This design comes from an exercise in tuning for small area, a short achievable clock period and few clock cycles on the open sky130 flow, not from production work.
RTL that was checked went through simulation tests only; none was proved equivalent to the original.
The RTL of run 5 was laid out without a check of its function.
No activity file was given, so power comes from the tool's default toggle rates.

==> design/flow/design.v <==
package mp_types;
  typedef enum logic [1:0] {
    PREC_INT8  = 2'b00,
    PREC_FP16  = 2'b01,
    PREC_FP32  = 2'b10
  } prec_e;
  localparam int W_INT8 = 8;
  localparam int W_FP16 = 16;  
  localparam int W_FP32 = 32;  
  localparam int W_ACC_INT8 = 32;  
endpackage
module mul8_cs (
  input  logic [7:0]    a,
  input  logic [7:0]    b,
  output logic [14:0] s,
  output logic [14:0] c
);
  wire pp_0_0 = a[0] & b[0];
  wire pp_0_1 = a[1] & b[0];
  wire pp_0_2 = a[2] & b[0];
  wire pp_0_3 = a[3] & b[0];
  wire pp_0_4 = a[4] & b[0];
  wire pp_0_5 = a[5] & b[0];
  wire pp_0_6 = a[6] & b[0];
  wire pp_0_7 = ~(a[7] & b[0]);
  wire pp_1_0 = a[0] & b[1];
  wire pp_1_1 = a[1] & b[1];
  wire pp_1_2 = a[2] & b[1];
  wire pp_1_3 = a[3] & b[1];
  wire pp_1_4 = a[4] & b[1];
  wire pp_1_5 = a[5] & b[1];
  wire pp_1_6 = a[6] & b[1];
  wire pp_1_7 = ~(a[7] & b[1]);
  wire pp_2_0 = a[0] & b[2];
  wire pp_2_1 = a[1] & b[2];
  wire pp_2_2 = a[2] & b[2];
  wire pp_2_3 = a[3] & b[2];
  wire pp_2_4 = a[4] & b[2];
  wire pp_2_5 = a[5] & b[2];
  wire pp_2_6 = a[6] & b[2];
  wire pp_2_7 = ~(a[7] & b[2]);
  wire pp_3_0 = a[0] & b[3];
  wire pp_3_1 = a[1] & b[3];
  wire pp_3_2 = a[2] & b[3];
  wire pp_3_3 = a[3] & b[3];
  wire pp_3_4 = a[4] & b[3];
  wire pp_3_5 = a[5] & b[3];
  wire pp_3_6 = a[6] & b[3];
  wire pp_3_7 = ~(a[7] & b[3]);
  wire pp_4_0 = a[0] & b[4];
  wire pp_4_1 = a[1] & b[4];
  wire pp_4_2 = a[2] & b[4];
  wire pp_4_3 = a[3] & b[4];
  wire pp_4_4 = a[4] & b[4];
  wire pp_4_5 = a[5] & b[4];
  wire pp_4_6 = a[6] & b[4];
  wire pp_4_7 = ~(a[7] & b[4]);
  wire pp_5_0 = a[0] & b[5];
  wire pp_5_1 = a[1] & b[5];
  wire pp_5_2 = a[2] & b[5];
  wire pp_5_3 = a[3] & b[5];
  wire pp_5_4 = a[4] & b[5];
  wire pp_5_5 = a[5] & b[5];
  wire pp_5_6 = a[6] & b[5];
  wire pp_5_7 = ~(a[7] & b[5]);
  wire pp_6_0 = a[0] & b[6];
  wire pp_6_1 = a[1] & b[6];
  wire pp_6_2 = a[2] & b[6];
  wire pp_6_3 = a[3] & b[6];
  wire pp_6_4 = a[4] & b[6];
  wire pp_6_5 = a[5] & b[6];
  wire pp_6_6 = a[6] & b[6];
  wire pp_6_7 = ~(a[7] & b[6]);
  wire pp_7_0 = ~(a[0] & b[7]);
  wire pp_7_1 = ~(a[1] & b[7]);
  wire pp_7_2 = ~(a[2] & b[7]);
  wire pp_7_3 = ~(a[3] & b[7]);
  wire pp_7_4 = ~(a[4] & b[7]);
  wire pp_7_5 = ~(a[5] & b[7]);
  wire pp_7_6 = ~(a[6] & b[7]);
  wire pp_7_7 = a[7] & b[7];
  wire hs1 = pp_0_6 ^ pp_1_5;
  wire hc2 = pp_0_6 & pp_1_5;
  wire fs3 = pp_0_7 ^ pp_1_6 ^ pp_2_5;
  wire fc4 = (pp_0_7 & pp_1_6) | (pp_0_7 & pp_2_5) | (pp_1_6 & pp_2_5);
  wire hs5 = pp_3_4 ^ pp_4_3;
  wire hc6 = pp_3_4 & pp_4_3;
  wire fs7 = pp_1_7 ^ pp_2_6 ^ pp_3_5;
  wire fc8 = (pp_1_7 & pp_2_6) | (pp_1_7 & pp_3_5) | (pp_2_6 & pp_3_5);
  wire fs9 = pp_4_4 ^ pp_5_3 ^ pp_6_2;
  wire fc10 = (pp_4_4 & pp_5_3) | (pp_4_4 & pp_6_2) | (pp_5_3 & pp_6_2);
  wire fs11 = pp_2_7 ^ pp_3_6 ^ pp_4_5;
  wire fc12 = (pp_2_7 & pp_3_6) | (pp_2_7 & pp_4_5) | (pp_3_6 & pp_4_5);
  wire hs13 = pp_0_4 ^ pp_1_3;
  wire hc14 = pp_0_4 & pp_1_3;
  wire fs15 = pp_0_5 ^ pp_1_4 ^ pp_2_3;
  wire fc16 = (pp_0_5 & pp_1_4) | (pp_0_5 & pp_2_3) | (pp_1_4 & pp_2_3);
  wire hs17 = pp_3_2 ^ pp_4_1;
  wire hc18 = pp_3_2 & pp_4_1;
  wire fs19 = hs1 ^ pp_2_4 ^ pp_3_3;
  wire fc20 = (hs1 & pp_2_4) | (hs1 & pp_3_3) | (pp_2_4 & pp_3_3);
  wire fs21 = pp_4_2 ^ pp_5_1 ^ pp_6_0;
  wire fc22 = (pp_4_2 & pp_5_1) | (pp_4_2 & pp_6_0) | (pp_5_1 & pp_6_0);
  wire fs23 = fs3 ^ hs5 ^ pp_5_2;
  wire fc24 = (fs3 & hs5) | (fs3 & pp_5_2) | (hs5 & pp_5_2);
  wire fs25 = pp_6_1 ^ pp_7_0 ^ hc2;
  wire fc26 = (pp_6_1 & pp_7_0) | (pp_6_1 & hc2) | (pp_7_0 & hc2);
  wire fs27 = fs7 ^ fs9 ^ pp_7_1;
  wire fc28 = (fs7 & fs9) | (fs7 & pp_7_1) | (fs9 & pp_7_1);
  wire fs29 = 1'b1 ^ fc4 ^ hc6;
  wire fc30 = (1'b1 & fc4) | (1'b1 & hc6) | (fc4 & hc6);
  wire fs31 = fs11 ^ pp_5_4 ^ pp_6_3;
  wire fc32 = (fs11 & pp_5_4) | (fs11 & pp_6_3) | (pp_5_4 & pp_6_3);
  wire fs33 = pp_7_2 ^ fc8 ^ fc10;
  wire fc34 = (pp_7_2 & fc8) | (pp_7_2 & fc10) | (fc8 & fc10);
  wire fs35 = pp_3_7 ^ pp_4_6 ^ pp_5_5;
  wire fc36 = (pp_3_7 & pp_4_6) | (pp_3_7 & pp_5_5) | (pp_4_6 & pp_5_5);
  wire fs37 = pp_6_4 ^ pp_7_3 ^ fc12;
  wire fc38 = (pp_6_4 & pp_7_3) | (pp_6_4 & fc12) | (pp_7_3 & fc12);
  wire fs39 = pp_4_7 ^ pp_5_6 ^ pp_6_5;
  wire fc40 = (pp_4_7 & pp_5_6) | (pp_4_7 & pp_6_5) | (pp_5_6 & pp_6_5);
  wire hs41 = pp_0_3 ^ pp_1_2;
  wire hc42 = pp_0_3 & pp_1_2;
  wire fs43 = hs13 ^ pp_2_2 ^ pp_3_1;
  wire fc44 = (hs13 & pp_2_2) | (hs13 & pp_3_1) | (pp_2_2 & pp_3_1);
  wire fs45 = fs15 ^ hs17 ^ pp_5_0;
  wire fc46 = (fs15 & hs17) | (fs15 & pp_5_0) | (hs17 & pp_5_0);
  wire fs47 = fs19 ^ fs21 ^ fc16;
  wire fc48 = (fs19 & fs21) | (fs19 & fc16) | (fs21 & fc16);
  wire fs49 = fs23 ^ fs25 ^ fc20;
  wire fc50 = (fs23 & fs25) | (fs23 & fc20) | (fs25 & fc20);
  wire fs51 = fs27 ^ fs29 ^ fc24;
  wire fc52 = (fs27 & fs29) | (fs27 & fc24) | (fs29 & fc24);
  wire fs53 = fs31 ^ fs33 ^ fc28;
  wire fc54 = (fs31 & fs33) | (fs31 & fc28) | (fs33 & fc28);
  wire fs55 = fs35 ^ fs37 ^ fc32;
  wire fc56 = (fs35 & fs37) | (fs35 & fc32) | (fs37 & fc32);
  wire fs57 = fs39 ^ pp_7_4 ^ fc36;
  wire fc58 = (fs39 & pp_7_4) | (fs39 & fc36) | (pp_7_4 & fc36);
  wire fs59 = pp_5_7 ^ pp_6_6 ^ pp_7_5;
  wire fc60 = (pp_5_7 & pp_6_6) | (pp_5_7 & pp_7_5) | (pp_6_6 & pp_7_5);
  wire hs61 = pp_0_2 ^ pp_1_1;
  wire hc62 = pp_0_2 & pp_1_1;
  wire fs63 = hs41 ^ pp_2_1 ^ pp_3_0;
  wire fc64 = (hs41 & pp_2_1) | (hs41 & pp_3_0) | (pp_2_1 & pp_3_0);
  wire fs65 = fs43 ^ pp_4_0 ^ hc42;
  wire fc66 = (fs43 & pp_4_0) | (fs43 & hc42) | (pp_4_0 & hc42);
  wire fs67 = fs45 ^ hc14 ^ fc44;
  wire fc68 = (fs45 & hc14) | (fs45 & fc44) | (hc14 & fc44);
  wire fs69 = fs47 ^ hc18 ^ fc46;
  wire fc70 = (fs47 & hc18) | (fs47 & fc46) | (hc18 & fc46);
  wire fs71 = fs49 ^ fc22 ^ fc48;
  wire fc72 = (fs49 & fc22) | (fs49 & fc48) | (fc22 & fc48);
  wire fs73 = fs51 ^ fc26 ^ fc50;
  wire fc74 = (fs51 & fc26) | (fs51 & fc50) | (fc26 & fc50);
  wire fs75 = fs53 ^ fc30 ^ fc52;
  wire fc76 = (fs53 & fc30) | (fs53 & fc52) | (fc30 & fc52);
  wire fs77 = fs55 ^ fc34 ^ fc54;
  wire fc78 = (fs55 & fc34) | (fs55 & fc54) | (fc34 & fc54);
  wire fs79 = fs57 ^ fc38 ^ fc56;
  wire fc80 = (fs57 & fc38) | (fs57 & fc56) | (fc38 & fc56);
  wire fs81 = fs59 ^ fc40 ^ fc58;
  wire fc82 = (fs59 & fc40) | (fs59 & fc58) | (fc40 & fc58);
  wire fs83 = pp_6_7 ^ pp_7_6 ^ fc60;
  wire fc84 = (pp_6_7 & pp_7_6) | (pp_6_7 & fc60) | (pp_7_6 & fc60);
  assign s[0] = pp_0_0;
  assign c[0] = 1'b0;
  assign s[1] = pp_0_1;
  assign c[1] = pp_1_0;
  assign s[2] = hs61;
  assign c[2] = pp_2_0;
  assign s[3] = fs63;
  assign c[3] = hc62;
  assign s[4] = fs65;
  assign c[4] = fc64;
  assign s[5] = fs67;
  assign c[5] = fc66;
  assign s[6] = fs69;
  assign c[6] = fc68;
  assign s[7] = fs71;
  assign c[7] = fc70;
  assign s[8] = fs73;
  assign c[8] = fc72;
  assign s[9] = fs75;
  assign c[9] = fc74;
  assign s[10] = fs77;
  assign c[10] = fc76;
  assign s[11] = fs79;
  assign c[11] = fc78;
  assign s[12] = fs81;
  assign c[12] = fc80;
  assign s[13] = fs83;
  assign c[13] = fc82;
  assign s[14] = pp_7_7;
  assign c[14] = fc84;
endmodule
module gemm_controller #(
  parameter int MAX_ELEMS = 16384,
  parameter mp_types::prec_e PREC = mp_types::PREC_INT8
)(
  input  logic        clk,
  input  logic        rstn,
  input  logic        start,
  input  logic [15:0] M, K, Ncols,
  output logic        done,
  output logic [$clog2(MAX_ELEMS)-1:0] addr_A,
  input  logic [31:0]                  data_A,
  output logic [$clog2(MAX_ELEMS)-1:0] addr_B,
  input  logic [31:0]                  data_B,
  output logic [$clog2(MAX_ELEMS)-1:0] addr_C,
  output logic [31:0]                  data_C,
  output logic                         we_C
);
  localparam int AW = $clog2(MAX_ELEMS);
  logic          run;
  logic [AW-1:0] krem, jrem, irem;
  logic          lk, lj, li;       
  logic          kf;               
  logic          dk;               
  logic [AW-1:0] Kw, Nw, Mw;
  assign Kw = K[AW-1:0];
  assign Nw = Ncols[AW-1:0];
  assign Mw = M[AW-1:0];
  logic [AW-1:0] Kr, Nr1;
  always_ff @(posedge clk) begin
    Kr  <= Kw;
    Nr1 <= Nw - 1'b1;
  end
  logic [AW-1:0] csel, cdec;
  logic          cis2;
  assign csel = !lk ? krem : (!lj ? jrem : irem);
  assign cdec = csel - 1'b1;
  assign cis2 = (csel == AW'(2));
  logic k1, n1, m1;
  assign k1 = (Kw == AW'(1));
  assign n1 = (Nw == AW'(1));
  assign m1 = (Mw == AW'(1));
  logic lk_n, lj_n, dk_n;
  assign lk_n = (!run | lk) ? k1 : cis2;
  assign lj_n = !run ? n1 : (!lk ? lj : (!lj ? cis2 : n1));
  assign dk_n = !run | (lk ^ dk);
  logic zB, invB, ciB;
  always_ff @(posedge clk) begin
    zB   <= lk_n & ~lj_n;
    invB <= lk_n ? lj_n : ~dk_n;
    ciB  <= lk_n | dk_n;
  end
  logic [AW-1:0] opA, opB, sumA, sumB;
  assign opA  = lk ? Kr : {{(AW-1){~dk}}, 1'b1};
  assign opB  = (zB ? AW'(0) : Nr1) ^ {AW{invB}};
  assign sumB = addr_B + opB + AW'(ciB);
  assign sumA = addr_A + opA;
  always_ff @(posedge clk) begin
    if (!rstn)     run <= 1'b0;
    else if (!run) run <= start;
    else           run <= ~(lk & lj & li);
  end
  always_ff @(posedge clk) begin
    if (!run) begin
      addr_A <= '0;
      addr_B <= '0;
      dk     <= 1'b1;
      kf     <= 1'b1;
      krem   <= Kw;   lk <= k1;
      jrem   <= Nw;   lj <= n1;
      irem   <= Mw;   li <= m1;
    end else begin
      kf <= lk;
      if (!lk | lj) addr_A <= sumA;    
      addr_B <= sumB;
      if (!lk) begin
        krem <= cdec;
        lk   <= cis2;
      end else begin
        dk   <= ~dk;
        krem <= Kw;
        lk   <= k1;
        if (!lj) begin
          jrem <= cdec;
          lj   <= cis2;
        end else begin
          jrem <= Nw;
          lj   <= n1;
          irem <= cdec;
          li   <= cis2;
        end
      end
    end
  end
  logic f1_first, f1_last, f1_fin;
  logic f2_first, f2_last, f2_fin;
  logic f3_first, f3_last, f3_fin;
  logic f4_first, f4_last, f4_fin;
  always_ff @(posedge clk) begin
    if (!rstn) begin
      f1_last <= 1'b0; f1_fin <= 1'b0;
      f2_last <= 1'b0; f2_fin <= 1'b0;
      f3_last <= 1'b0; f3_fin <= 1'b0;
      f4_last <= 1'b0; f4_fin <= 1'b0;
      we_C <= 1'b0; done <= 1'b0;
    end else begin
      f1_last <= run & lk;
      f1_fin  <= run & lk & lj & li;
      f2_last <= f1_last; f2_fin <= f1_fin;
      f3_last <= f2_last; f3_fin <= f2_fin;
      f4_last <= f3_last; f4_fin <= f3_fin;
      we_C <= f4_last;
      done <= f4_fin;
    end
  end
  always_ff @(posedge clk) begin
    f1_first <= kf;
    f2_first <= f1_first;
    f3_first <= f2_first;
    f4_first <= f3_first;
  end
  always_ff @(posedge clk) begin
    if (start)     addr_C <= '0;
    else if (we_C) addr_C <= addr_C + 1'b1;
  end
  logic [7:0]  a_r, b_r;
  logic [14:0] ms, mc, s_r, c_r;
  logic [15:0] p;
  logic [29:0] acc;
  mul8_cs u_mul (.a(a_r), .b(b_r), .s(ms), .c(mc));
  logic [16:0] lows;
  logic [13:0] hi, hinc, hdec, hc0, hc1, hnew;
  assign lows = {1'b0, acc[15:0]} + {1'b0, p};
  assign hi   = acc[29:16];
  assign hinc = hi + 1'b1;
  assign hdec = hi - 1'b1;
  assign hc0  = f4_first ? {14{p[15]}} : (p[15] ? hdec : hi);
  assign hc1  = f4_first ? {14{p[15]}} : (p[15] ? hi : hinc);
  assign hnew = lows[16] ? hc1 : hc0;
  always_ff @(posedge clk) begin
    a_r <= data_A[7:0];
    b_r <= data_B[7:0];
    s_r <= ms;
    c_r <= mc;
    p   <= {1'b0, s_r} + {1'b0, c_r} - 16'h8000;
    acc <= {hnew, f4_first ? p : lows[15:0]};
  end
  assign data_C = {{2{acc[29]}}, acc};
endmodule
==> design/flow/flow/run.sh <==
#!/bin/bash
set -euo pipefail
bash standard.sh BUFFER_PORTS_ARGS="-buffer_cell sky130_fd_sc_hd__buf_1" finish > standard_flow.log 2>&1
==> design/flow/standard.sh <==
#!/bin/bash
# synth_recipe.tcl (not shown) runs the flow's synth.tcl, then flattens the netlist and writes it again
# the make line also repeats each setting of config.mk as NAME=value (left out here)
make -C /OpenROAD-flow-scripts/flow DESIGN_CONFIG=/design/flow/config.mk WORK_HOME=/design/flow/orfs CLKGATE_MAP_FILE= SYNTH_SCRIPT=/design/flow/synth_recipe.tcl "${@:-finish}"
==> design/flow/config.mk <==
export PLATFORM = sky130hd
export DESIGN_NAME = gemm_controller
export DESIGN_NICKNAME = gemm_controller
export VERILOG_FILES = /design/flow/design.v
export SDC_FILE = /design/flow/constraint.sdc
export NUM_CORES = 4
export LEC_CHECK = 0
export CAP_MARGIN = 20
export CORE_MARGIN = 2
export CORE_UTILIZATION = 50
export CTS_BUF_LIST = sky130_fd_sc_hd__clkbuf_8
export CTS_CLUSTER_DIAMETER = 40
export CTS_CLUSTER_SIZE = 10
export PLACE_DENSITY = 0.65
export SETUP_SLACK_MARGIN = 5
export SLEW_MARGIN = 20
export TNS_END_PERCENT = 30
==> design/flow/constraint.sdc <==
create_clock -name core_clock -period 8.0 [get_ports {clk}]
set_input_delay 1.6000 -clock core_clock [delete_from_list [all_inputs] [get_ports {clk}]]
set_output_delay 1.6000 -clock core_clock [all_outputs]
set_load 0.01 [all_outputs]
==> impl_metrics.toml, run 1 <==
[status]
status = "complete, no violations"

[sta]
rsz0062_at_grt = "true"
relSlewSlack_pct = 48.8
setup_viol = 0
worst_pin_slew_ps = 766
fin_tns_setup_ps = 0
slew_viol_final = 0
skew_ps = 39.0
fmax_mhz = 344
hold_violations = 0
period_minus_slack_ps = 2910
min_period_over_period_pct = 36.3

[synth]
yosysSeqAreaShare_pct = 42.3
synth-simple-area-share_pct = 16.9
yosysUniqueCellTypes = 72
synth_compound_area_share_pct = 12.7
syn_area_um2 = 11700
syn_area_per_cell_um2 = 9.77
synthAdderAreaFrac_pct = 14.2
ys_seq_elements = 226
synth_ff_type = "dfxtp_1"
synth_xor_area_share_pct = 7.62
synthCells = 1200
synth_warnings = 1
synthesis.nets = 1424
synth_top_family_by_area = "simple AND/OR/NAND/NOR gates"
synthMuxAreaShare_pct = 2.87
synth_edf_count = 43
synth-async-reset-ratio_pct = 0

[drt]
routed_wl_um = 24400
wire_per_inst_um = 14.4
vias = 8630
drt_iter0_drc = 430
drc = 0
ant_nets = 0
drt_pass1_iterations = 7
via_per_inst = 5.09

[hold_path]
min_path_type = "reg2reg"

[global_route]
grt_pass1_vias = 8379
grt_max_degree = 68
grt.overflow.total = 0
antenna_found_initial = 0
grt_pass1_wl_um = 40600
grtUsageTotal_pct = 20.3

[layout]
most-common-layout-cells = "178 x dfxtp_1, 136 x buf_1, 133 x nand2_1"
final_layout_size_suffix_gt1_share_pct = 8.56
layout_commonest_cell = "dfxtp_1"
nets = 1577
synthToLayoutAreaGrowth_pct = 15.7
final_cell_count_no_fill = 1697
antenna_cells = 0

[critical_path]
worstPathRequired_ps = 8430
cp.arrival_ps = 3340
crit_type = "reg2reg"
cp-start-kind = "flip-flop"
cp-end-kind = "flip-flop"
path_max_fanout = 7

[place]
dp.cells = 1622
numPortBuffers = 136
gp_congestion = 0.814
hpwlAfterDp_um = 17300

[floorplan]
initial_core_util_pct = 50.4
core_um2 = 23300
die_w_um = 157
die_h_um = 157
io_pins = 191
rows = 56
die_area_um2 = 24700

[power]
cellPowerDensity_nw_per_um2 = 298
leakage_nw = 5.76
ir_drop_mv = 0.180

[clock_network]
clockRootBuffer = "clkbuf_8"
clk_pin_slew_worst_paths_ps = 70
tritoncts = "built"
clock-sinks = 226
clockBufferDepth = 3
clk_latency_ps = 540
cts_made_buffers = 36
cts_htree_levels = 2

[job]
cap_violations = 0
## layout make-up
class,count,area [um2]
well taps,319,399
multi-input cells,878,6490
inverters,58,218
clock inverters,23,233
clock buffers,40,551
flip-flops and latches,226,4970
repair buffers,153,706
fillers,2116,9700
## report_power, final
| part | internal [W] | total, W | switching [W] |
|---|---|---|---|
| registers | 0.00140 | 0.00155 | 0.000148 |
| clock network | 0.000601 | 0.00107 | 0.000468 |
| logic | 0.000644 | 0.00142 | 0.000779 |
## sequential cells by signal, indices dropped and copies added (netlist names), 8 cells and up
name and count:
Kr 14, addr_C 14, krem 14, addr_A 14, a_r 8, p 16, acc 30, c_r 14
b_r 8, s_r 15, addr_B 14, Nr1 14, irem 14, jrem 14
## path summary, 6_finish.rpt
kind	from	to	slack (ps)	cells after the start
worst max-delay path	zB	addr_B[10]	5090	12
worst min-delay path	f3_first	f4_first	330	0
worst max register to register	zB	addr_B[10]	5090	12
worst min register to register	f3_first	f4_first	330	0
## critical path, cell delays in order (launching register included)
cell and delay [ps]:
dfxtp_4 360, nand2b_4 140, xnor2_2 140, fa_2 400
fa_2 400, a21o_1 170, a21oi_2 150, nor2b_2 70
o21a_1 210, o41ai_4 310, o21ai_1 140, xor2_1 150
and2_1 150
## cells in the mapped netlist (6+ instances only)
library cell,instances,area (um2)
dfxtp_1,183,3660
nand2_1,133,499
o21ai_0,85,425
and2_1,77,482
nor2_1,75,282
ha_1,69,863
xnor2_1,61,534
inv_1,58,218
a21oi_1,57,285
edfxtp_1,43,1290
xor2_1,41,359
fa_1,40,801
a21o_1,28,210
clkbuf_1,28,105
mux2i_1,24,240
nand2b_1,23,144
nand3_1,13,65.1
nor3_1,11,55.1
or3_1,11,68.8
and3_1,10,62.6
o21a_1,10,75.1
a211oi_1,9,67.6
nand4_1,9,56.3
nor2b_1,8,50.1
nor4_1,6,37.5
o31ai_1,6,45.0
## layer usage
layer	part of all wire, %	global-route usage [%]	wire length (um)
met5	0	0	0
met4	2.3	6.67	567
met3	5.1	3.55	1260
met2	44	32.6	10800
met1	48	27.9	11800
## through the flow
step	utilization, %	total power, W	instance area [um2]	setup WS, ps	hold slack, ps
final	58.3	0.00404	13600	5090	327
after global routing	58.3	0.00436	13600	4960	338
after CTS	57.7	0.00407	13400	4890	329
after detailed placement	53.8	0.00294	12500	4300	312
after global placement	53.8	0.00292	12500	4330	312
after floorplan	-	0.00264	11800	5000	310
## what timing repair did
item                       4_1_cts  5_1_grt
buffers inserted                 3        7
resized for setup               14       15
cloned                           1        1
pin swaps                        2       15
hold buffers                     0        0
setup endpoints to repair       39       34
## cells by family after synthesis
| logic type | Yosys count |
|---|---|
| compound gates | 237 |
| xor+xnor | 102 |
| fa+ha+maj | 109 |
| buf+inv | 96 |
| flops | 226 |
| mux | 32 |
| simple gates | 398 |
Testbench counts, summed over its fixed seeds: cycles 75,253.
==> inputs of run 2 (changes only) <==
--- a/design/flow/config.mk
+++ b/design/flow/config.mk
@@ -10,6 +10,6 @@
 export CORE_UTILIZATION = 50
 export CTS_BUF_LIST = sky130_fd_sc_hd__clkbuf_8
-export CTS_CLUSTER_DIAMETER = 40
-export CTS_CLUSTER_SIZE = 10
+export CTS_CLUSTER_DIAMETER = 70
+export CTS_CLUSTER_SIZE = 20
 export PLACE_DENSITY = 0.65
 export SETUP_SLACK_MARGIN = 5
==> impl_metrics.toml, run 2 <==
[status]
status = "complete, no violations"

[place]
dpl-instance-area_um2 = 12500
hpwlAfterDp_um = 17300
numPortBuffers = 136
gp_congestion = 0.814
dp.cells = 1622

[clock_network]
hold_buffers = 0
clockBufferDepth = 3
clock-sinks = 226
clk_pin_slew_worst_paths_ps = 110
cts_made_buffers = 17
clockRootBuffer = "clkbuf_8"
clk_latency_ps = 530
cts_htree_levels = 1
tritoncts = "built"

[drt]
ant_nets = 0
drc = 0
vias = 8497
wire_per_inst_um = 14.4
drt_iter0_drc = 464
via_per_inst = 5.10
routed_wl_um = 24000
drt_pass1_iterations = 5

[power]
p_switching_w = 0.00131
cellPowerDensity_nw_per_um2 = 277
pwr-share-seq_pct = 42.6
p_int_w = 0.00232
p_comb_share_pct = 40.1
leakage_nw = 5.52
p_clk_share_pct = 17.4
switching_share_pct = 36.2
ir_drop_mv = 0.165

[global_route]
grt.overflow.total = 0
grt_max_degree = 68
antenna_found_initial = 0
grt_pass1_wl_um = 40000
grtUsageTotal_pct = 19.8
grt_pass1_vias = 8142

[synth]
synth_most_common_cell = "dfxtp_1"
synth_ff_type = "dfxtp_1"
ys_seq_elements = 226
netlist_top_cells_count = "183 x dfxtp_1, 133 x nand2_1, 85 x o21ai_0, 77 x and2_1, 75 x nor2_1"
yosysTopAreaCell = "dfxtp_1"
synth_area_leaders = "dfxtp_1 31%, edfxtp_1 11%, ha_1 7.4%"
yosysSeqAreaShare_pct = 42.3
synthCells = 1200
synth_top_area_share_pct = 31.2
syn_area_per_cell_um2 = 9.77
syn_area_um2 = 11700
synthesis.nets = 1424
synth_warnings = 1
yosysUniqueCellTypes = 72
synth_edf_count = 43
synth-async-reset-ratio_pct = 0

[floorplan]
io_pins = 191
die_area_um2 = 24700
die_w_um = 157
core_um2 = 23300
die_h_um = 157
initial_core_util_pct = 50.4
rows = 56

[sta]
min_period_over_period_pct = 36.5
period_minus_slack_ps = 2920
fin_tns_setup_ps = 0
rsz0062_at_grt = "true"
slew_viol_final = 0
hold_violations = 0
relSlewSlack_pct = 49.4
setup_viol = 0
skew_ps = 21.8
fmax_mhz = 343
worst_pin_slew_ps = 757

[hold_path]
min_path_type = "reg2reg"
holdPathStages = 0
whs_endpoint = "f4_first"
min_from = "f3_first"

[layout]
final_layout_size_suffix_gt1_share_pct = 6.54
reg_top3 = "acc: 30 flops, p: 16 flops, s_r: 15 flops"
antenna_cells = 0
final_area_um2 = 13100
layout_commonest_cell = "dfxtp_1"
nets = 1560
largest_reg_flops = 30
most-common-layout-cells = "178 x dfxtp_1, 136 x buf_1, 132 x nand2_1"
regMostFlops = "acc"
synthToLayoutAreaGrowth_pct = 12.0
final_cell_count_no_fill = 1665

[job]
cap_violations = 0

[critical_path]
rr_worst_depth = 8
worstPathRequired_ps = 8480
path_max_fanout = 8
r2r_slack_ps = 5080
cp-end-kind = "flip-flop"
cp.arrival_ps = 3400
crit_type = "reg2reg"
worstReg2RegEnd = "s_r[7]"
r2r_start = "a_r[7]"
cp-start-kind = "flip-flop"
run 2: cell counts after synthesis:
No cell type changed its count.
run 2: worst max-delay path, stage by stage, from the launching register on:
cell and delay, ps:
dfxtp_1 400, and2_1 210, fa_1 530, inv_1 50, fa_1 530, inv_1 50
fa_1 520, inv_1 50, fa_1 520
run 2: final cells by class:
class	count	area [um2]
tap	319	399
inverter	58	218
clock inverter	12	106
timing repair buffer	155	738
sequential	226	4970
multi-input combinational	878	6470
fill	2149	10100
clock buffer	17	234
run 2: how the worst max path moves through the flow:
stage,from,end,slack (ps),cells past startpoint
2_1_floorplan,invB,addr_B[10],5000,12
3_3_place_gp,invB,addr_B[10],4330,11
3_5_place_dp,invB,addr_B[10],4300,11
4_1_cts,lj,irem[7],4900,8
5_1_grt,lk,addr_A[11],4930,13
6_report,a_r[7],s_r[7],5080,8
run 2: routing by layer:
layer	global-route usage, %	up-vias	part of all wire [%]
li1	-	4371	-
met1	28.0	3927	49
met2	32.5	163	45
met3	2.56	36	4.7
met4	4.46	0	2.0
met5	0	-	0
run 2: power groups by stage:
stage	clock network, W	registers (W)	logic, W
6_report	0.000630	0.00155	0.00145
5_1_grt	0.000706	0.00158	0.00166
3_3_place_gp	0	0.00157	0.00134
2_1_floorplan	0	0.00157	0.00107
4_1_cts	0.000662	0.00155	0.00141
3_5_place_dp	0	0.00158	0.00136
run 2: cells by family (layout without fill, tap and decap cells):
family	Yosys count	after routing	share of synthesized area, %
AO/OA/AOI/OAI	237	237	12.7
XOR/XNOR	102	102	7.62
adder cells (fa/ha/maj)	109	109	14.2
buffers and inverters	96	242	3.39
flip-flops	226	226	42.3
multiplexers	32	32	2.87
AND/OR/NAND/NOR	398	398	16.9
run 2: metrics by stage:
| stage | worst slack, ps | total power (W) | util [%] | hold slack [ps] |
|---|---|---|---|---|
| 2_1_floorplan | 5000 | 0.00264 | - | 310 |
| 5_1_grt | 4930 | 0.00394 | 56.5 | 348 |
| 3_5_place_dp | 4300 | 0.00294 | 53.8 | 312 |
| 3_3_place_gp | 4330 | 0.00292 | 53.8 | 312 |
| 4_1_cts | 4900 | 0.00362 | 55.8 | 340 |
| 6_report | 5080 | 0.00363 | 56.5 | 337 |
run 2: repair_timing:
item	in CTS	in global routing
resized for setup	13	13
pin swaps	1	13
cloned	1	2
setup buffers	3	8
setup endpoints to repair	37	34
==> inputs of run 3 (changes only) <==
--- a/design/flow/config.mk
+++ b/design/flow/config.mk
@@ -10,6 +10,6 @@
 export CORE_UTILIZATION = 50
 export CTS_BUF_LIST = sky130_fd_sc_hd__clkbuf_8
-export CTS_CLUSTER_DIAMETER = 70
-export CTS_CLUSTER_SIZE = 20
+export CTS_CLUSTER_DIAMETER = 60
+export CTS_CLUSTER_SIZE = 16
 export PLACE_DENSITY = 0.65
 export SETUP_SLACK_MARGIN = 5
==> impl_metrics.toml, run 3 <==
[status]
status = "complete, no violations"

[sta]
setup_viol = 0
whs_ps = 333
hold_violations = 0
relSlewSlack_pct = 49.5
worst_pin_slew_ps = 755
skew_ps = 19.3
rsz0062_at_grt = "true"
min_period_over_period_pct = 36.3
slew_viol_final = 0
period_minus_slack_ps = 2900
fmax_mhz = 344
fin_tns_setup_ps = 0

[global_route]
antenna_found_initial = 0
grtUsageTotal_pct = 19.9
grt_pass1_vias = 8236
grt.overflow.total = 0
grt_max_degree = 68
grt_pass1_wl_um = 40200

[power]
ir_drop_mv = 0.155
cellPowerDensity_nw_per_um2 = 284
leakage_nw = 5.64
power.total_w = 0.00378

[place]
dp.cells = 1622
hpwlAfterDp_um = 17300
gp_congestion = 0.814
numPortBuffers = 136

[synth]
yosysSeqAreaShare_pct = 42.3
synth_top_area_share_pct = 31.2
yosysTopAreaCell = "dfxtp_1"
yosysUniqueCellTypes = 72
netlist_top_cells_count = "183 x dfxtp_1, 133 x nand2_1, 85 x o21ai_0, 77 x and2_1, 75 x nor2_1"
synth_edf_count = 43
synth_ff_type = "dfxtp_1"
synth_most_common_cell = "dfxtp_1"
synthCells = 1200
synth_warnings = 1
synthesis.nets = 1424
ys_seq_elements = 226
synth-async-reset-ratio_pct = 0
synth_area_leaders = "dfxtp_1 31%, edfxtp_1 11%, ha_1 7.4%"
syn_area_um2 = 11700
syn_area_per_cell_um2 = 9.77

[clock_network]
clockBufferDepth = 3
cts_made_buffers = 24
clockRootBuffer = "clkbuf_8"
tritoncts = "built"
clock-sinks = 226
cts_htree_levels = 1
clk_pin_slew_worst_paths_ps = 90
clk_latency_ps = 550

[drt]
wire_per_inst_um = 14.5
drt_iter0_drc = 380
met3_length_um = 1080
via_per_inst = 5.10
drc = 0
top_layer_used = "met4"
m1WireLength_um = 11800
drt_pass1_iterations = 5
routed_wl_um = 24400
ant_nets = 0
vias = 8580
met2WireLength_um = 11000

[floorplan]
die_area_um2 = 24700
die_w_um = 157
io_pins = 191
rows = 56
initial_core_util_pct = 50.4
core_um2 = 23300
die_h_um = 157

[critical_path]
cp-start-kind = "flip-flop"
worstPathRequired_ps = 8500
path_buf_inv = 3
cp.arrival_ps = 3410
cp_common_cell = "fa_1"
cpMaxStageDelayCell = "fa_1"
path_max_fanout = 8
crit_chain = "and2_1 > fa_1 > inv_1 > fa_1 > inv_1 > fa_1 > inv_1 > fa_1"
crit_family = "adder cells"
slowest_delay_ps = 530
cp-end-kind = "flip-flop"
crit_type = "reg2reg"

[layout]
regMostFlops = "acc"
largest_reg_flops = 30
nets = 1569
final_layout_size_suffix_gt1_share_pct = 7.86
synthToLayoutAreaGrowth_pct = 13.7
regArea_um2 = 4970
n_fill_cell = 2128
multiInputGateArea_um2 = 6500
reg_top3 = "acc: 30 flops, p: 16 flops, s_r: 15 flops"
most-common-layout-cells = "178 x dfxtp_1, 136 x buf_1, 133 x nand2_1"
final_cell_count_no_fill = 1681
layout_commonest_cell = "dfxtp_1"
antenna_cells = 0

[job]
cap_violations = 0

[hold_path]
min_path_type = "reg2reg"
-- run 3: cell type report --
cell class                      instances  area share, %
Clock inverter                         18           1.11
Tap cell                              319           2.99
Multi-Input combinational cell        878           48.8
Sequential cell                       226           37.3
Inverter                               58           1.63
Timing Repair Buffer                  157           5.65
Clock buffer                           25           2.58
-- run 3: cells by family after synthesis --
kind of cell / Yosys count / synth area share [%]
XOR/XNOR: 102 / 7.62
AND/OR/NAND/NOR: 398 / 16.9
multiplexers: 32 / 2.87
buffers and inverters: 96 / 3.39
AO/OA/AOI/OAI: 237 / 12.7
flip-flops: 226 / 42.3
adder cells (fa/ha/maj): 109 / 14.2
-- run 3: metal layers --
layer	vias to the layer above	track usage (%)
met3	36	2.75
met1	3997	27.9
met5	-	0
li1	4387	-
met4	0	4.94
met2	160	32.6
-- run 3: worst register-to-register path: cells and delay by family (launching register included) --
family	cells	cell delay, ps
adder cells (fa/ha/maj)	4	2100
buffers and inverters	3	150
flip-flops	1	390
AND/OR/NAND/NOR	1	210
-- run 3: where the power goes --
group          internal [W]  switching (W)
clock              0.000321       0.000451
combinational      0.000674       0.000790
sequential          0.00140       0.000148
total               0.00239        0.00139
-- run 3: timing repair --
| action | 4_1_cts | 5_1_grt |
|---|---|---|
| buffers inserted | 3 | 10 |
| endpoints found under the setup margin | 36 | 33 |
| pin swaps | 2 | 15 |
| resized for setup | 13 | 19 |
| cloned | 1 | 2 |
| hold buffers | 0 | 0 |
-- run 3: path summary, 6_finish.rpt --
| kind | cells after the start | slack (ps) | start | to |
|---|---|---|---|---|
| worst min-delay path | 0 | 330 | f1_first | f2_first |
| worst max register to register | 8 | 5100 | a_r[7] | s_r[7] |
| worst min register to register | 0 | 330 | f1_first | f2_first |
| worst max-delay path | 8 | 5100 | a_r[7] | s_r[7] |
-- run 3: stage by stage --
stage          worst slack (ps)  cell area, um2  utilization (%)
5_1_grt                    4950           13300             57.3
3_5_place_dp               4300           12500             53.8
2_1_floorplan              5000           11800                -
3_3_place_gp               4330           12500             53.8
6_report                   5100           13300             57.3
4_1_cts                    4890           13100             56.4
==> inputs of run 4 (changes only) <==
--- a/design/flow/design.v
+++ b/design/flow/design.v
@@ -292,4 +292,5 @@
   logic f3_first, f3_last, f3_fin;
   logic f4_first, f4_last, f4_fin;
+  logic w_fin;     
   always_ff @(posedge clk) begin
     if (!rstn) begin
@@ -298,4 +299,5 @@
       f3_last <= 1'b0; f3_fin <= 1'b0;
       f4_last <= 1'b0; f4_fin <= 1'b0;
+      w_fin <= 1'b0;
       we_C <= 1'b0; done <= 1'b0;
     end else begin
@@ -305,6 +307,7 @@
       f3_last <= f2_last; f3_fin <= f2_fin;
       f4_last <= f3_last; f4_fin <= f3_fin;
-      we_C <= f4_last;
-      done <= f4_fin;
+      we_C  <= f4_last;
+      w_fin <= f4_fin;
+      done  <= w_fin;
     end
   end
==> impl_metrics.toml, run 4 <==
[status]
status = "complete, no violations"

[synth]
synth_edf_count = 43
yosysUniqueCellTypes = 71
synthCells = 1261
synth-async-reset-ratio_pct = 0
netlist_top_cells_count = "184 x dfxtp_1, 118 x nand2_1, 113 x nor2_1, 73 x a21oi_1, 73 x o21ai_0"
ys_seq_elements = 227
yosysSeqAreaShare_pct = 41.5
synth_most_common_cell = "dfxtp_1"
synth_area_leaders = "dfxtp_1 31%, edfxtp_1 11%, ha_1 7.2%"
synthesis.nets = 1485
synth_ff_type = "dfxtp_1"
syn_area_per_cell_um2 = 9.51
yosysTopAreaCell = "dfxtp_1"
synth_warnings = 1
synth_top_area_share_pct = 30.7
syn_area_um2 = 12000

[place]
dp.cells = 1677
dpl-instance-area_um2 = 12700
hpwlAfterDp_um = 18300
numPortBuffers = 136
gp_congestion = 0.855

[drt]
ant_nets = 0
wire_per_inst_um = 14.7
via_per_inst = 5.24
drc = 0
vias = 8976
drt_iter0_drc = 474
routed_wl_um = 25200
drt_pass1_iterations = 5

[sta]
period_minus_slack_ps = 2920
rsz0062_at_grt = "true"
fmax_mhz = 342
hold_violations = 0
min_period_over_period_pct = 36.5
setup_viol = 0
worst_pin_slew_ps = 1020
slew_viol_final = 0
skew_ps = 20.2
fin_tns_setup_ps = 0
relSlewSlack_pct = 31.8

[critical_path]
crit_type = "reg2reg"
cp-start-kind = "flip-flop"
cp.arrival_ps = 3340
worstPathRequired_ps = 8410
cp-end-kind = "flip-flop"
path_max_fanout = 8

[floorplan]
die_w_um = 159
rows = 56
io_pins = 191
initial_core_util_pct = 51.1
core_um2 = 23500
die_h_um = 159
die_area_um2 = 25200

[power]
power.total_w = 0.00383
ir_drop_mv = 0.153
leakage_nw = 5.53
cellPowerDensity_nw_per_um2 = 288

[clock_network]
hold_buffers = 0
tritoncts = "built"
clockBufferDepth = 3
clock-sinks = 227
clockRootBuffer = "clkbuf_8"
cts_htree_levels = 1
clk_pin_slew_worst_paths_ps = 90
cts_made_buffers = 21
clk_latency_ps = 540

[layout]
synthToLayoutAreaGrowth_pct = 10.7
layout_commonest_cell = "dfxtp_1"
largest_reg_flops = 30
final_area_um2 = 13300
final_cell_count_no_fill = 1713
reg_top3 = "acc: 30 flops, p: 16 flops, s_r: 15 flops"
antenna_cells = 0
final_layout_size_suffix_gt1_share_pct = 4.81
most-common-layout-cells = "181 x dfxtp_1, 136 x buf_1, 117 x nand2_1"
nets = 1605
regMostFlops = "acc"

[global_route]
grtUsageTotal_pct = 19.5
grt_max_degree = 59
grt_pass1_wl_um = 41500
grt_pass1_vias = 8328
antenna_found_initial = 0
grt.overflow.total = 0

[hold_path]
min_path_type = "reg2reg"

[job]
cap_violations = 0
## run 4: power breakdown
part,internal (W),total (W),switching [W]
logic,0.000617,0.00143,0.000814
clock network,0.000406,0.000822,0.000416
registers,0.00140,0.00157,0.000170
total,0.00243,0.00383,0.00140
## run 4: final cells by class
type / instances / area (um2)
Clock inverter: 13 / 184
Inverter: 64 / 240
Tap cell: 319 / 399
Fill cell: 2153 / 10200
Multi-Input combinational cell: 925 / 6590
Clock buffer: 23 / 317
Timing Repair Buffer: 142 / 556
Sequential cell: 227 / 4980
## run 4: final timing paths
| check | startpoint | endpoint | slack, ps | depth (start not counted) |
|---|---|---|---|---|
| setup / recovery | b_r[2] | s_r[9] | 5080 | 7 |
| hold / removal | f3_first | f4_first | 330 | 0 |
| setup reg to reg | b_r[2] | s_r[9] | 5080 | 7 |
| hold reg to reg | f3_first | f4_first | 330 | 0 |
## run 4: cell families (layout without fill, tap and decap cells)
logic type	after synthesis	after routing	synth area share, %
multiplexers	24	24	2.17
AO/OA/AOI/OAI	251	251	13.1
XOR/XNOR	102	102	7.45
adder cells (fa/ha/maj)	109	109	13.9
AND/OR/NAND/NOR	439	439	18.3
flip-flops	227	227	41.5
buffers and inverters	109	242	3.65
## run 4: metrics by stage
| step | setup WS (ps) | utilization (%) | hold WS (ps) |
|---|---|---|---|
| after floorplan | 5060 | - | 310 |
| after global placement | 4760 | 54.3 | 313 |
| after global routing | 4910 | 56.5 | 340 |
| after detailed placement | 4780 | 54.3 | 312 |
| final | 5080 | 56.5 | 332 |
| after CTS | 4980 | 56.4 | 335 |
## run 4: what timing repair did
| item | CTS | global route |
|---|---|---|
| hold endpoints to repair | 0 | 0 |
| cloned | 0 | 0 |
| setup endpoints to repair | 17 | 32 |
| resized for setup | 2 | 6 |
| setup buffers | 0 | 0 |
## run 4: layer usage
metal	vias to the layer above	routed length [um]	GRT usage [%]
met5	-	0	0
met4	0	540	4.75
met3	36	1090	2.74
met2	179	10700	30.4
met1	4192	12800	28.7
li1	4569	-	-
## run 4: worst max-delay path: stages, from the launching register on
cell and delay (ps):
dfxtp_1 490, nand2_1 130, fa_1 540, inv_1 50, fa_1 520, inv_1 50, fa_1 530, fa_1 490
Testbench counts of run 4, summed over its fixed seeds: cycles 75,349.
==> inputs of run 5 (changes only) <==
--- a/design/flow/design.v
+++ b/design/flow/design.v
@@ -195,4 +195,41 @@
   assign c[14] = fc84;
 endmodule
+module add_bk #(parameter int W = 16) (
+  input  logic [W-1:0] a, b,
+  input  logic         ci,
+  output logic [W-1:0] s,
+  output logic         co
+);
+  localparam int L = $clog2(W);
+  logic [W-1:0] g0, p0;
+  logic [W-1:0] G [0:2*L];
+  logic [W-1:0] P [0:2*L];
+  logic [W:0]   c;
+  always_comb begin
+    g0 = a & b;
+    p0 = a ^ b;
+    G[0] = g0; P[0] = p0;
+    G[0][0] = g0[0] | (p0[0] & ci);
+    for (int l = 0; l < L; l++) begin
+      G[l+1] = G[l]; P[l+1] = P[l];
+      for (int i = 0; i < W; i++)
+        if (((i + 1) % (2 << l)) == 0) begin
+          G[l+1][i] = G[l][i] | (P[l][i] & G[l][i - (1 << l)]);
+          P[l+1][i] = P[l][i] & P[l][i - (1 << l)];
+        end
+    end
+    for (int l = L - 1; l >= 1; l--) begin
+      G[2*L-l] = G[2*L-l-1]; P[2*L-l] = P[2*L-l-1];
+      for (int i = 0; i < W; i++)
+        if (((i + 1) % (1 << l)) == (1 << (l - 1)) && i >= (1 << l)) begin
+          G[2*L-l][i] = G[2*L-l-1][i] | (P[2*L-l-1][i] & G[2*L-l-1][i - (1 << (l-1))]);
+        end
+    end
+    c[0] = ci;
+    for (int i = 0; i < W; i++) c[i+1] = G[2*L-1][i];
+    s  = p0 ^ c[W-1:0];
+    co = c[W];
+  end
+endmodule
 module gemm_controller #(
   parameter int MAX_ELEMS = 16384,
@@ -292,5 +329,4 @@
   logic f3_first, f3_last, f3_fin;
   logic f4_first, f4_last, f4_fin;
-  logic w_fin;     
   always_ff @(posedge clk) begin
     if (!rstn) begin
@@ -299,5 +335,4 @@
       f3_last <= 1'b0; f3_fin <= 1'b0;
       f4_last <= 1'b0; f4_fin <= 1'b0;
-      w_fin <= 1'b0;
       we_C <= 1'b0; done <= 1'b0;
     end else begin
@@ -307,7 +342,6 @@
       f3_last <= f2_last; f3_fin <= f2_fin;
       f4_last <= f3_last; f4_fin <= f3_fin;
-      we_C  <= f4_last;
-      w_fin <= f4_fin;
-      done  <= w_fin;
+      we_C <= f4_last;
+      done <= f4_fin;
     end
   end
@@ -327,4 +361,6 @@
   logic [29:0] acc;
   mul8_cs u_mul (.a(a_r), .b(b_r), .s(ms), .c(mc));
+  logic [15:0] psum;
+  add_bk #(16) u_addP (.a({1'b0, s_r}), .b({1'b0, c_r}), .ci(1'b0), .s(psum), .co());
   logic [16:0] lows;
   logic [13:0] hi, hinc, hdec, hc0, hc1, hnew;
@@ -341,5 +377,5 @@
     s_r <= ms;
     c_r <= mc;
-    p   <= {1'b0, s_r} + {1'b0, c_r} - 16'h8000;
+    p   <= {~psum[15], psum[14:0]};
     acc <= {hnew, f4_first ? p : lows[15:0]};
   end
--- a/design/flow/config.mk
+++ b/design/flow/config.mk
@@ -8,9 +8,9 @@
 export CAP_MARGIN = 20
 export CORE_MARGIN = 2
-export CORE_UTILIZATION = 50
+export CORE_UTILIZATION = 40
 export CTS_BUF_LIST = sky130_fd_sc_hd__clkbuf_8
-export CTS_CLUSTER_DIAMETER = 60
-export CTS_CLUSTER_SIZE = 16
-export PLACE_DENSITY = 0.65
+export CTS_CLUSTER_DIAMETER = 40
+export CTS_CLUSTER_SIZE = 10
+export PLACE_DENSITY = 0.6
 export SETUP_SLACK_MARGIN = 5
 export SLEW_MARGIN = 20
==> impl_metrics.toml, run 5 <==
[synth]
yosysUniqueCellTypes = 69
syn_area_per_cell_um2 = 9.58
netlist_top_cells_count = "183 x dfxtp_1, 127 x nand2_1, 85 x inv_1, 79 x nor2_1, 71 x a21oi_1"
syn_area_um2 = 12000
synthesis.nets = 1481
synth_edf_count = 43
yosysSeqAreaShare_pct = 41.3
synth_area_leaders = "dfxtp_1 31%, edfxtp_1 11%, fa_1 7.7%"
synth_warnings = 4
synth_top_area_share_pct = 30.5
synth_ff_type = "dfxtp_1"
synth-async-reset-ratio_pct = 0
synth_most_common_cell = "dfxtp_1"
synthCells = 1252
ys_seq_elements = 226
yosysTopAreaCell = "dfxtp_1"

[hold_path]
min_path_type = "reg2reg"
min_from = "f3_first"
holdPathStages = 0

[layout]
layout_commonest_cell = "dfxtp_1"
most-common-layout-cells = "176 x dfxtp_1, 136 x buf_1, 126 x nand2_1"
final_cell_count_no_fill = 1815
antenna_cells = 0
largest_reg_flops = 30
final_util_pct = 46.9
reg_top3 = "acc: 30 flops, p: 16 flops, s_r: 15 flops"
regMostFlops = "acc"
nets = 1623
n_fill_cell = 2896
final_layout_size_suffix_gt1_share_pct = 8.14
synthToLayoutAreaGrowth_pct = 15.5

[sta]
slew_viol_final = 0
skew_ps = 27.4
rsz0062_at_grt = "true"
min_period_over_period_pct = 36.5
period_minus_slack_ps = 2920
worst_pin_slew_ps = 902
fin_tns_setup_ps = 0
hold_violations = 0
fmax_mhz = 343
setup_viol = 0
relSlewSlack_pct = 39.9

[place]
gp_congestion = 0.854
dp.cells = 1737
numPortBuffers = 136
hpwlAfterDp_um = 19500

[critical_path]
rr_worst_depth = 7
crit_path_end = "s_r[9]"
slowest_delay_ps = 540
cp.arrival_ps = 3330
cp_common_cell = "fa_1"
path_buf_inv = 2
crit_chain = "nand2_1 > fa_1 > inv_1 > fa_1 > inv_1 > fa_1 > fa_1"
r2r_slack_ps = 5080
worstPathRequired_ps = 8410
crit_type = "reg2reg"
crit_family = "adder cells"
cp-start-kind = "flip-flop"
path_depth = 7
path_max_fanout = 8
cpMaxStageDelayCell = "fa_1"
worstReg2RegEnd = "s_r[9]"
critPathLaunch = "b_r[2]"
r2r_start = "b_r[2]"
cp-end-kind = "flip-flop"

[clock_network]
cts_htree_levels = 2
clk_pin_slew_worst_paths_ps = 60
clock-sinks = 226
clockBufferDepth = 3
clockRootBuffer = "clkbuf_8"
tritoncts = "built"
clk_latency_ps = 560
cts_made_buffers = 42

[status]
status = "complete, no violations"

[drt]
drt_pass1_iterations = 5
ant_nets = 0
routed_wl_um = 27100
drt_iter0_drc = 462
drc = 0
vias = 9197
via_per_inst = 5.07
wire_per_inst_um = 14.9

[job]
cap_violations = 0

[global_route]
grtUsageTotal_pct = 17.1
grt_max_degree = 56
grt_pass1_vias = 8668
antenna_found_initial = 0
grt_pass1_wl_um = 43600
grt.overflow.total = 0

[power]
ir_drop_mv = 0.138
power.total_w = 0.00423
leakage_nw = 5.83
cellPowerDensity_nw_per_um2 = 306

[floorplan]
io_pins = 191
initial_core_util_pct = 40.6
die_w_um = 177
die_h_um = 177
rows = 63
core_um2 = 29600
die_area_um2 = 31400
[run 5: cell count changes in the layout (fill, tap and decap cells not counted), sizes merged, moves of 7 or more]
cell | previous run | this run
nand2 | 119 | 127
o21ai | 75 | 67
xnor2 | 58 | 48
clkinvlp | 2 | 9
o211ai | 6 | 21
nor2 | 113 | 79
inv | 70 | 95
clkbuf | 23 | 45
clkinv | 1 | 8
a211oi | 13 | 1
xor2 | 44 | 32
[run 5: layout make-up]
type | instances | area [um2] | share of cell area, %
multi-input cells | 894 | 6550 | 47.3
repair buffers | 144 | 601 | 4.33
clock buffers | 44 | 606 | 4.37
flip-flops and latches | 226 | 4970 | 35.8
well taps | 390 | 488 | 3.52
clock inverters | 31 | 324 | 2.34
inverters | 86 | 323 | 2.33
[run 5: what timing repair did]
action,CTS,global route
hold buffers,0,0
setup buffers,0,2
pin swaps,0,2
endpoints found under the setup margin,36,64
gates resized for setup,4,16
cloned,0,1
[run 5: worst min path at each step]
| stage | endpoint |
|---|---|
| floorplan | f1_first |
| global placement | f4_first |
| detailed placement | f4_first |
| CTS | f4_first |
| global route | f2_first |
| finish | f4_first |
[run 5: cell families (layout without fill, tap and decap cells)]
kind of cell	count (synthesis)	after routing	share of synthesized area, %
buf+inv	132	305	4.46
flops	226	226	41.3
mux	31	31	2.76
fa+ha+maj	114	114	14.8
simple gates	415	415	17.4
xor+xnor	80	80	5.84
compound gates	254	254	13.5
[run 5: power breakdown]
| part | switching (W) | internal (W) |
|---|---|---|
| clock network | 0.000529 | 0.000692 |
| logic | 0.000845 | 0.000598 |
| registers | 0.000166 | 0.00140 |
[run 5: through the flow]
stage          hold slack [ps]  instance area [um2]  setup WS (ps)
3_3_place_gp               314                12800           4770
4_1_cts                    327                13800           4850
3_5_place_dp               314                12800           4750
2_1_floorplan              310                12000           5000
6_report                   325                13900           5080
5_1_grt                    338                13900           4940
[run 5: layer usage]
metal / vias up / global-route usage [%] / wire [um]
li1: 4628 / - / -
met2: 226 / 25.7 / 11500
met4: 0 / 5.27 / 568
met5: - / 0 / 0
met3: 40 / 3.29 / 1550
met1: 4303 / 24.6 / 13500

[afterwards: timing with drivers on the ports]
No port has a modelled driver above. Below, the same layouts with a new extraction and two added sets of constraints. Step 1 assumes that a clkbuf_16 drives the clock port and a buf_2 every other input. Step 2 times the ports against the registers' clock, not the clock port: input delays grow and output delays shrink by t, the midpoint of the rising clock arrivals with the driver on. Slacks: ideal ports / drivers / drivers and shift; pairs: ideal ports / drivers.
| run | t (ns) | slack for setup (ns) | hold WS [ns] | worst setup path after step 2 | pins driven straight from the clock port |
|---|---|---|---|---|---|
| run 1 | 0.561 | 5.095 / 5.095 / 4.931 | 0.327 / 0.327 / 0.327 | input to register | 1 |
| run 2 | 0.561 | 5.083 / 5.083 / 4.907 | 0.337 / 0.337 / 0.337 | input to register | 1 |
| run 3 | 0.587 | 5.096 / 5.096 / 4.916 | 0.333 / 0.333 / 0.333 | input to register | 1 |
| run 4 | 0.577 | 5.076 / 5.075 / 4.744 | 0.332 / 0.332 / 0.332 | input to register | 1 |
| run 5 | 0.583 | 5.082 / 5.047 / 4.891 | 0.325 / 0.325 / 0.325 | input to register | 1 |
After both steps every run listed still meets setup and hold. For run 4, which loses most, drivers alone change the setup slack by -0.001 ns; drivers and shift together by -0.332 ns.
